From an optimization exercise on the open Yosys and OpenROAD flow, aimed at small area and a short achievable clock period; shortcuts taken in it are not production practice.
The RTL was checked by simulation tests, not by an equivalence proof against the original design.
No activity file was given, so power comes from the tool's default toggle rates.

## exp/yarrow
// PPCPU
module PPCPU (
    input Clk,
    input Clrn,
    output [31:0] imem_addr,
    input  [31:0] imem_data,
    output        dmem_we,
    output        dmem_re,
    output [31:0] dmem_addr,
    output [31:0] dmem_wdata,
    input  [31:0] dmem_rdata,
    output        wb_we,
    output [ 4:0] wb_rw,
    output [31:0] wb_data
);
Settings: LEC_CHECK=0, CAP_MARGIN=5, CORE_MARGIN=2, CORE_UTILIZATION=45, CTS_BUF_LIST=sky130_fd_sc_hd__clkbuf_16, CTS_CLUSTER_DIAMETER=100, CTS_CLUSTER_SIZE=24, SLEW_MARGIN=5, SYNTH_HIERARCHICAL=1; clock period 13.0 ns.
standard.sh (not shown) runs the stock make flow with config.mk's settings and CLKGATE_MAP_FILE= SYNTH_SCRIPT=/design/flow/synth_recipe.tcl, a recipe that flattens the netlist after the stock synthesis.
==> flow/flow/run.sh <==
#!/bin/bash
# Layout flow: the standard ORFS flow (standard.sh, synthesis unchanged)
# with a setup-slack margin so that timing repair aims below the clock
# period, and plain buf_2 cells as the port buffers. The clock period and
# all constraints are the standard flow's own.
export SETUP_SLACK_MARGIN=9
export BUFFER_PORTS_ARGS="-buffer_cell sky130_fd_sc_hd__buf_2"
bash standard.sh > standard.log 2>&1
Edits applied to the flow inputs when going from exp/yarrow to exp/quartz:
--- a/flow/design.v
+++ b/flow/design.v
@@ -1030,15 +1030,15 @@
   reg ex_sub, ex_or, ex_slt, ex_sig, ex_ovc, ex_sum, ex_tsel;
   reg  [31:0] mem_alu, mem_sd;
   reg  [ 4:0] mem_rw;
   reg mem_regwr, mem_lw, mem_sw, mem_pcsrc, mem_ov;
   reg  [31:0] wr_data;
   reg  [ 4:0] wr_rw;
   reg         wr_we;
-  wire [31:0] rf [1:31];
+  reg  [31:0] rf [1:31];
   wire flush = !Clrn | mem_pcsrc;
   wire [31:0] wrdata_n = mem_lw ? dmem_rdata : mem_alu;
   wire        mem_we_eff = mem_regwr & ~mem_ov;
   wire [5:0] op = id_inst[31:26];
   wire [5:0] fn = id_inst[5:0];
   wire [4:0] id_rs = id_inst[25:21];
   wire [4:0] id_rt = id_inst[20:16];
@@ -1202,29 +1202,16 @@
     mem_alu <= result;
     mem_ov  <= ex_ovc & of;
     mem_rw  <= ex_rw;
     mem_sd  <= (mem_we_eff & (mem_rw == ex_rw) & (mem_rw != 5'd0)) ? wrdata_n : ex_b;
     wr_we   <= Clrn & mem_we_eff;
     wr_rw   <= mem_rw;
     wr_data <= wrdata_n;
+    if (wr_we && wr_rw != 5'd0) rf[wr_rw] <= wr_data;
   end
-  genvar gw, gwb;
-  generate
-    for (gw = 1; gw < 32; gw = gw + 1) begin : g_rf
-      reg  [31:0] row;
-      wire [31:0] row_n;
-      wire        we   = wr_we & (wr_rw == gw);
-      wire        we_n = ~we;
-      for (gwb = 0; gwb < 32; gwb = gwb + 1) begin : g_bit
-        pp_a22o u (.a1(we), .b1(wr_data[gwb]), .a2(we_n), .b2(row[gwb]), .y(row_n[gwb]));
-      end
-      always @(posedge Clk) row <= row_n;
-      assign rf[gw] = row;
-    end
-  endgenerate
   assign imem_addr  = {if_pc, 2'b00};
   assign dmem_we    = mem_sw;
   assign dmem_re    = mem_lw;
   assign dmem_addr  = mem_alu;
   assign dmem_wdata = mem_sd;
   assign wb_we      = wr_we;
   assign wb_rw      = wr_rw;
@@ -1264,10 +1251,7 @@
 endmodule
 module pp_or3 (input a, b, c, output y);
   assign y = a | b | c;
 endmodule
 module pp_xor2 (input a, b, output y);
   assign y = a ^ b;
 endmodule
-module pp_a22o (input a1, b1, a2, b2, output y);
-  assign y = (a1 & b1) | (a2 & b2);
-endmodule
==> notes.md <==
met3 demand-to-capacity share in global routing in exp/quartz is 6.3 points lower than in exp/yarrow. On clock group share of total power: exp/quartz sits below exp/yarrow. Diff exp/yarrow..exp/quartz | number of setup violations in the final report | unchanged. [diff] clock skew, exp/quartz relative to exp/yarrow: improvement. | maximum frequency | exp/quartz vs exp/yarrow | ≈ equal |. Re synthesized area: exp/quartz and exp/yarrow aren't equal, and the higher value belongs to exp/quartz. Between exp/yarrow and exp/quartz, the fraction of synthesized cell area in xor and xnor cells figures differ only marginally. Wire: exp/quartz routes less than exp/yarrow. Compared with exp/yarrow, in exp/quartz well-tap cell count +13; power attributed to the clock group -about 2%; setup slack ~0 delta. The die of exp/quartz is larger than the one used in exp/yarrow.

-- static timing again, ports no longer ideal --
No port has a modelled driver above. Below, the same layouts with a new extraction and two added sets of constraints. Step 1: set_driving_cell puts a clkbuf_16 on Clk and a buf_2 on each other input, an assumption about the parent block. Step 2 moves the port delays by t, midway between the first and last clock arrival at a register: inputs arrive t later, outputs are due t later. That takes back most of the time a late clock gives input paths. Slacks: no drivers / after step 1 / after step 2; pairs: no drivers / after step 1.
run	shift t [ns]	slack for setup (ns)	clock arrival spread, ns	worst slew at a driven data input, ns	cell pins on the clock port's net
exp/yarrow	0.762	9.013 / 8.939 / 8.806	0.053 / 0.053	0.05	1
exp/quartz	0.746	9.013 / 8.941 / 8.627	0.050 / 0.050	0.05	1
After both steps every run listed still meets setup and hold. The setup slack of exp/quartz, which loses most, moves by -0.072 ns with the drivers and by -0.386 ns with both steps.
